What follows belongs to an exercise in optimizing a design on an open flow for small area and a short achievable clock period; a production flow would make more cautious choices.
At most, simulation tests tie the RTL to the original design; equivalence was not proved.

==> flow/design.v (excerpt) <==
module cordic #(
    parameter data_width = 16,
    parameter iterations = 15
    )(
    input clk,
    input reset_n,
    input logic signed [data_width-1:0] angle,
    input logic signed [data_width-1:0] x_i,
    input logic signed [data_width-1:0] y_i,
    output logic signed [data_width-1:0] cos,
    output logic signed [data_width-1:0] sin,
    input valid_in,
    output logic valid_out
    );
    logic [14:0] vp;
    always_ff @(posedge clk or negedge reset_n)
        if (!reset_n) vp <= '0;
        else vp <= {vp[13:0], valid_in};
    assign valid_out = vp[14];
    logic nxx, nxy, nyx, nyy;
    assign nxx = angle[15] ^ angle[14];
    assign nxy = ~(angle[15] & angle[14]);
    assign nyx = angle[15] & angle[14];
    assign nyy = angle[15] ^ angle[14];
    logic [15:0] my_i;
    assign my_i = -y_i;
    logic [15:0] x1n, y1n;
    assign x1n = (x_i ^ {16{nxx}}) + (nxy ? my_i : y_i) + {15'd0, nxx};
    assign y1n = (x_i ^ {16{nyx}}) + (y_i ^ {16{nyy}}) + {15'd0, nyx | nyy};
    logic [14:0] zop, zc;
    always_comb case (angle[15:14])
        2'b00: begin zop = angle[14:0]; zc = -15'sd12867; end
        2'b01: begin zop = {1'b0, angle[13:0]}; zc = -15'sd12867; end
        2'b10: begin zop = {1'b1, angle[13:0]}; zc = 15'sd12867; end
        default: begin zop = ~angle[14:0]; zc = -15'sd12866; end
    endcase
    logic [14:0] z1n;
    assign z1n = zop + zc;
    logic signed [15:0] x1, y1;
    logic signed [14:0] z1;
  ...
Size: ~620 flip-flops, about 84 I/O pins.
==> flow/config.mk <==
export PLATFORM = sky130hd
export DESIGN_NAME = cordic
export DESIGN_NICKNAME = cordic
export VERILOG_FILES = /design/flow/design.v
export SDC_FILE = /design/flow/constraint.sdc
export NUM_CORES = 4
export LEC_CHECK = 0
export ABC_AREA = 1
export CAP_MARGIN = 20
export CORE_MARGIN = 2
export CORE_UTILIZATION = 40
export SETUP_SLACK_MARGIN = 1.8
export SLEW_MARGIN = 20
==> flow/constraint.sdc <==
create_clock -name core_clock -period 4.0 [get_ports {clk}]
set_input_delay 0.8000 -clock core_clock [delete_from_list [all_inputs] [get_ports {clk}]]
set_output_delay 0.8000 -clock core_clock [all_outputs]
set_load 0.01 [all_outputs]
standard.sh (not shown) runs the stock make flow with config.mk's settings and CLKGATE_MAP_FILE= SYNTH_SCRIPT=/design/flow/synth_recipe.tcl, a recipe that flattens the netlist after the stock synthesis.
==> flow/flow/run.sh <==
#!/bin/bash
# Standard ORFS layout with three changes: synthesis does not extract full/half adder cells
# (ADDER_MAP_FILE empty), so ABC maps all arithmetic to plain gates; every port still gets
# its own buffer, but a sky130_fd_sc_hd__buf_2 rather than the delay cell the default picks;
# and clock tree synthesis inserts no dummy loads and uses the settings in flow/cts_args.
set -euo pipefail
CTS_EXTRA=$(cat flow/cts_args)
bash standard.sh ADDER_MAP_FILE= \
  "BUFFER_PORTS_ARGS=-buffer_cell sky130_fd_sc_hd__buf_2" \
  "CTS_ARGS=-sink_clustering_enable -repair_clock_nets -dont_use_dummy_load $CTS_EXTRA" \
  finish > make_finish.log 2>&1
==> flow/flow/cts_args <==
-sink_clustering_size 20 -sink_clustering_max_diameter 80
==> next run, changes <==
==> flow/flow/cts_args (replaced) <==
-sink_clustering_size 30 -sink_clustering_max_diameter 120
Settings changed: SETUP_SLACK_MARGIN 1.8 to 1.9.
=> Final cell count increases by 1.4%. Non-clock buffer count increases by 108. Worst setup slack gets better by 0.034 ns.
==> next run, changes <==
==> flow/flow/cts_args (replaced) <==
-buf_list sky130_fd_sc_hd__clkbuf_8
Settings changed: SETUP_SLACK_MARGIN 1.9 to 1.8.
=> Hold slack improved by 0.11 ns; critical path depth came out higher by 1; core utilization goes down by 2.9 points; via count drops by 1.2%.

* * *

Setup of v6:
cordic, a different RTL version from the one above (not shown whole).
For scale: ~670 flip-flops, ~38000 um2 of cells after synthesis.
Settings: LEC_CHECK=0, ABC_AREA=1, CAP_MARGIN=20, CORE_MARGIN=2, CORE_UTILIZATION=40, CTS_BUF_LIST=sky130_fd_sc_hd__clkbuf_8, CTS_CLUSTER_SIZE=20, SETUP_SLACK_MARGIN=2.0, SLEW_MARGIN=20; clock period 4.0 ns.
==> flow/flow/run.sh <==
#!/bin/bash
# Standard ORFS layout, except that synthesis does not extract full/half adder cells
# (ADDER_MAP_FILE empty), so ABC maps all arithmetic to plain gates.
set -euo pipefail
bash standard.sh ADDER_MAP_FILE= finish > make_finish.log 2>&1
## Diff of input files: v55 against v6
Settings: CTS_CLUSTER_SIZE no longer set, was 20; CTS_BUF_LIST no longer set, was sky130_fd_sc_hd__clkbuf_8; SETUP_SLACK_MARGIN now 1.8, was 2.0.
==> flow/flow/run.sh <==
#!/bin/bash
# Standard ORFS layout with three changes: synthesis does not extract full/half adder cells
# (ADDER_MAP_FILE empty), so ABC maps all arithmetic to plain gates; every port still gets
# its own buffer, but a sky130_fd_sc_hd__buf_2 rather than the delay cell the default picks;
# and clock tree synthesis inserts no dummy loads.
set -euo pipefail
bash standard.sh ADDER_MAP_FILE= \
  "BUFFER_PORTS_ARGS=-buffer_cell sky130_fd_sc_hd__buf_2" \
  "CTS_ARGS=-sink_clustering_enable -repair_clock_nets -dont_use_dummy_load" \
  finish > make_finish.log 2>&1
--- outcome ---
v55 against v6: count of buffers not belonging to the clock network in the layout saw a decrease; largest stage delay on the critical path -0.02 ns; worst hold slack fell 0.23 ns.
In v55, via count of the first global-routing pass is lower than in v6.
The cell type of the slowest stage on the worst timing path comes out sky130_fd_sc_hd__dfxtp_1 in one run and sky130_fd_sc_hd__dfrtp_1 in the other, namely in v55 and v6 respectively.
Area occupied by registers: v6 and v55 compared, higher one is v6
Kind of critical path = reg2out: v6; kind of critical path = reg2reg: v55
Taking v6 as the reference, in v55 area taken by multi-input logic gates moved down; total CTS buffers moved down; global-route usage over all layers moved down.
The inputs of v14 differ from those of v55 as listed below.
Settings: a change of SETUP_SLACK_MARGIN from 1.8 to 2.0.
==> flow/flow/run.sh <==
#!/bin/bash
# Standard ORFS layout, except that synthesis does not extract full/half adder cells
# (ADDER_MAP_FILE empty), so ABC maps all arithmetic to plain gates.
set -euo pipefail
bash standard.sh ADDER_MAP_FILE= finish > make_finish.log 2>&1
Results
- v14 drops more vias than v55.
- Going from v55 to v14, post-synthesis to final-layout area growth grows by 15 points.
- Side by side, total of plain and repair buffers excluding clock buffers turned out higher in v14 than in v55.
Edits applied to the flow inputs when going from v14 to v3:
==> flow/flow/run.sh <==
#!/bin/bash
# Standard ORFS layout with two synthesis changes: no full/half adder cell extraction
# (ADDER_MAP_FILE empty) and ABC mapping with flow/abc.script. Everything else, including
# the register mapping, flattening and renaming of synth_recipe.tcl, is unchanged.
set -euo pipefail
W=$PWD
sed "s|log_cmd abc {\*}\$abc_args|log_cmd abc {*}[lreplace \$abc_args 1 1 $W/flow/abc.script]|" \
    "$FLOW_HOME/scripts/synth.tcl" > "$W/synth_abc.tcl"
grep -q "flow/abc.script" "$W/synth_abc.tcl"
sed "s|source \$::env(SCRIPTS_DIR)/synth.tcl|source $W/synth_abc.tcl|" "$W/synth_recipe.tcl" > "$W/my_synth.tcl"
grep -q "synth_abc.tcl" "$W/my_synth.tcl"
bash standard.sh ADDER_MAP_FILE= SYNTH_SCRIPT="$W/my_synth.tcl" finish > "$W/make_finish.log" 2>&1
==> flow/flow/abc.script (new file) <==
strash
dch
amap
topo
stime -c
buffer -c
upsize -c
dnsize -c
Notes after the runs:
- v3 gives less cell count after synthesis than v14 did.
- NOTE: post-detailed-routing wire length in v3 exceeds that of v14
- v3 vs. v14: number of nets in the synthesized netlist has decreased; final critical path time including I/O delays and setup grew by 1.56 ns; mean area per synthesized cell increased by 0.49 um2 relative to the old numbers; first-pass GRT wire length picked up an extra about 4%.
- v14 has a lower layout-stage area growth over the synthesis result than v3.
- Relative to v14, the area enclosed by the die boundary of v3 is lower by 17000 um2.
Function was not checked in any run of this note: the RTL went through the layout flow alone.

-- static timing again, ports no longer ideal --
No port has a modelled driver above. Below, the same layouts with a new extraction and two added sets of constraints. Step 1, drivers: a clkbuf_16 drives clk and a buf_2 each remaining input, both assumed. Step 2 also shifts input and output timing later by t, the mid clock arrival at the registers, as if the neighbouring blocks saw the same clock. Slacks: ideal ports / drivers / drivers and shift; pairs: ideal ports / drivers.
| run | shift t [ns] | slack for setup (ns) | slew at the worst register clock pin (ns) | pins driven straight from the clock port |
|---|---|---|---|---|
| the first run of note 1 | 0.625 | 1.883 / 1.883 / 1.323 | 0.09 / 0.09 | 1 |
| the second run of note 1 | 0.657 | 1.917 / 1.915 / 1.258 | 0.12 / 0.12 | 1 |
| the third run of note 1 | 0.733 | 1.903 / 1.903 / 1.205 | 0.06 / 0.06 | 1 |
| v6 | 0.825 | 1.930 / 1.867 / 1.968 | 0.07 / 0.07 | 1 |
| v55 | 0.676 | 1.907 / 1.907 / 1.907 | 0.06 / 0.06 | 1 |
| v14 | 0.720 | 1.958 / 1.958 / 1.958 | 0.06 / 0.06 | 1 |
| v3 | 0.716 | 0.403 / 0.403 / 0.403 | 0.06 / 0.06 | 1 |
After both steps every run listed still meets setup and hold. For the third run of note 1, which loses most, drivers alone change the setup slack by 0.000 ns; drivers and shift together by -0.698 ns.
